This design comes from an exercise in tuning for small area, a short achievable clock period and few clock cycles per item on the open sky130 flow, not from production work. Where RTL was checked, it was by simulation tests only, not by an equivalence proof against the original. No activity file was given, so power comes from the tool's default toggle rates.

Design bit_population_counter, start of the top module:
module bit_population_counter #(
  parameter WIDTH = 128,
  parameter SLICE = 6
)(
  input                               clk_i,
  input                               srst_i,
  input        [(WIDTH-1):0]          data_i,
  input                               data_val_i,
  output logic [$clog2(WIDTH):0]      data_o,
  output logic                        data_val_o
);
  logic s1;
  logic c2;
  logic s3;
  logic c4;
  logic s5;
  logic c6;
  logic s7;
  logic c8;
  logic s9;
  logic c10;
  logic s11;
  logic c12;
  logic s13;
  logic c14;
  logic s15;
  logic c16;
  logic s17;
  logic c18;
  logic s19;
  logic c20;
  logic s21;
  logic c22;
  logic s23;
  logic c24;
  logic s25;
  logic c26;
  logic s27;
  logic c28;
  logic s29;
  logic c30;
  logic s31;
  logic c32;
  logic s33;
  logic c34;
  logic s35;
  logic c36;
  logic s37;
  logic c38;
  logic s39;
  logic c40;
  logic s41;
  logic c42;
  logic s43;
  logic c44;
  logic s45;
  logic c46;
  logic s47;
  logic c48;
  logic s49;
  logic c50;
  logic s51;
  logic c52;
  logic s53;
  logic c54;
  logic s55;
  logic c56;
  logic s57;
  logic c58;
  logic s59;
  logic c60;
  logic s61;
  logic c62;
  logic s63;
  logic c64;
  logic s65;
  logic c66;
  logic s67;
  logic c68;
  logic s69;
  logic c70;
  logic s71;
  logic c72;
  logic s73;
  logic c74;
  logic s75;
  logic c76;
  logic s77;
  logic c78;
  logic s79;
  logic c80;
  logic s81;
  logic c82;
  logic s83;
  logic c84;
  logic s85;
  logic c86;
  logic s87;
  logic c88;
  logic s89;
  logic c90;
  logic s91;
  logic c92;
  logic s93;
  logic c94;
  logic s95;
  logic c96;
  logic s97;
  logic c98;
  logic s99;
  logic c100;
  logic s101;
  logic c102;
  ...
For scale: about 260 cells after synthesis, about 130 flip-flops, about 140 I/O pins, ~5100 um2 of cells after synthesis.
==> flow/config.mk <==
export PLATFORM = sky130hd
export DESIGN_NAME = bit_population_counter
export DESIGN_NICKNAME = bit_population_counter
export VERILOG_FILES = /design/flow/design.v
export SDC_FILE = /design/flow/constraint.sdc
export NUM_CORES = 4
export LEC_CHECK = 0
export CAP_MARGIN = 20
export CORE_MARGIN = 2
export CORE_UTILIZATION = 75
export SETUP_SLACK_MARGIN = 1.05
export SLEW_MARGIN = 20
export SYNTH_HIERARCHICAL = 1
export SYNTH_MINIMUM_KEEP_SIZE = 0
==> flow/constraint.sdc <==
create_clock -name core_clock -period 2.5 [get_ports {clk_i}]
set_input_delay 0.5000 -clock core_clock [delete_from_list [all_inputs] [get_ports {clk_i}]]
set_output_delay 0.5000 -clock core_clock [all_outputs]
set_load 0.01 [all_outputs]
standard.sh (not shown) runs the stock make flow with config.mk's settings and CLKGATE_MAP_FILE= SYNTH_SCRIPT=/design/flow/synth_recipe.tcl, a recipe that flattens the netlist after the stock synthesis.
==> flow/flow/run.sh <==
#!/bin/bash
# The standard layout (bash standard.sh), with the smallest buffer,
# sky130_fd_sc_hd__buf_1, on every input and output port (the resizer may
# still upsize it where timing needs), and clock tree synthesis without
# dummy loads. Each tool's output goes to its own log.
set -o pipefail
export BUFFER_PORTS_ARGS="-buffer_cell sky130_fd_sc_hd__buf_1"
export CTS_ARGS="-sink_clustering_enable -repair_clock_nets -dont_use_dummy_load -buf_list sky130_fd_sc_hd__clkbuf_8"
bash standard.sh > standard.log 2>&1
The starting point did not get past detailed placement (3_5_place_dp) with DPL-0033.
Testbench counts at the start, summed over its fixed seeds: cycles 8,048, items 8,000.
Change:
CORE_UTILIZATION = 40   (was 75)
With this change the flow passed the timing, DRC and antenna checks.
Synthesized cell count is unchanged.
Synthesized area stays the same.
Change:
CORE_UTILIZATION = 60   (was 40)
Via count goes up slightly.
Clock power is about the same.
Clock skew goes down by 0.0047 ns.
Worst setup slack improves by 0.021 ns.
Synthesized area does not change.
First-iteration DRC count goes down by well over a third.
Global-route usage goes up by 6.4 points.
Maximum frequency goes up slightly.
Wire length goes down by a few percent.
Clock-buffer cell count is unchanged.
Change:
CORE_UTILIZATION = 40   (was 60)
SETUP_SLACK_MARGIN = 1.15   (was 1.05)
- The new run completed with no timing, DRC or antenna violations
- flip-flop and latch count is unchanged
- via count is higher by 0.33%
- clock-buffer cell count does not change
- power rises by 2.4%
- die area goes up by 48%

========
red:
bit_population_counter, a different RTL version from the one above (not shown whole).
Size: ~140 flip-flops, roughly 5300 sq um of cells after synthesis.
Design bit_population_counter, start of the top module:
module bit_population_counter #(
  parameter WIDTH = 128,
  parameter SLICE = 6
)(
  input                               clk_i,
  input                               srst_i,
  input        [(WIDTH-1):0]          data_i,
  input                               data_val_i,
  output logic [$clog2(WIDTH):0]      data_o,
  output logic                        data_val_o
);
==> flow/config.mk <==
export PLATFORM = sky130hd
export DESIGN_NAME = bit_population_counter
export DESIGN_NICKNAME = bit_population_counter
export VERILOG_FILES = /design/flow/design.v
export SDC_FILE = /design/flow/constraint.sdc
export NUM_CORES = 4
export LEC_CHECK = 0
export CAP_MARGIN = 20
export CORE_MARGIN = 2
export CORE_UTILIZATION = 40
export SETUP_SLACK_MARGIN = 1.15
export SLEW_MARGIN = 20
export SYNTH_HIERARCHICAL = 1
export SYNTH_MINIMUM_KEEP_SIZE = 0
==> flow/constraint.sdc <==
create_clock -name core_clock -period 2.5 [get_ports {clk_i}]
set_input_delay 0.5000 -clock core_clock [delete_from_list [all_inputs] [get_ports {clk_i}]]
set_output_delay 0.5000 -clock core_clock [all_outputs]
set_load 0.01 [all_outputs]
Scripts as last shown in full above: flow/flow/run.sh
Setup changes, red to blue
diff --git a/flow/config.mk b/flow/config.mk
--- a/flow/config.mk
+++ b/flow/config.mk
@@ -10,3 +10,3 @@
 export CORE_UTILIZATION = 40
-export SETUP_SLACK_MARGIN = 1.15
+export SETUP_SLACK_MARGIN = 1.05
 export SLEW_MARGIN = 20
==> notes.md <==
Power: blue draws less than red
Final worst setup slack essentially unchanged between red and blue.
Placed wire-length estimate after detailed placement was higher in red than in blue.
| met3 wirelength from detailed routing | lower: blue |
blue against red: area of the multi-input gates went down about 3%, ratio of routed vias to standard cells went up 1.2%, number of fillers in the final layout went up 44.
Between red and blue, fraction of area in multi-input gates decreased.
Compare blue and red | sequential power higher: red
The leakage power figure on red is in line with that on blue.
The global-route usage over all layers in blue sits 0.32 points below the value recorded for red.
No functional check of the RTL was part of any run of this note.

port drivers added, routing unchanged:
In the flow no input, the clock included, has a driving cell. The finished layouts below were timed again as built, in two steps. Step 1: set_driving_cell puts a clkbuf_16 on clk_i and a buf_2 on each other input, an assumption about the parent block. Step 2 also shifts input and output timing later by t, the mid clock arrival at the registers, as if the neighbouring blocks saw the same clock. Three values: ideal ports, drivers, drivers and shift; two values: the first two.
| run | t, ns | setup WS [ns] | hold WS [ns] | slew at the worst register clock pin (ns) | pins driven straight from the clock port |
|---|---|---|---|---|---|
| the second run of note 1 | 0.430 | 0.986 / 0.986 / 0.755 | 0.307 / 0.296 / 0.325 | 0.07 / 0.07 | 1 |
| the third run of note 1 | 0.441 | 1.007 / 1.007 / 0.758 | 0.279 / 0.272 / 0.313 | 0.07 / 0.07 | 1 |
| the fourth run of note 1 | 0.438 | 0.997 / 0.997 / 0.746 | 0.318 / 0.307 / 0.318 | 0.07 / 0.07 | 1 |
| red | 0.448 | 1.027 / 1.027 / 0.749 | 0.300 / 0.286 / 0.320 | 0.08 / 0.08 | 1 |
| blue | 0.449 | 1.024 / 1.024 / 0.736 | 0.295 / 0.285 / 0.323 | 0.08 / 0.08 | 1 |
After both steps setup and hold are still met in every run listed. For blue, which loses most, drivers alone change the setup slack by 0.000 ns; drivers and shift together by -0.288 ns.
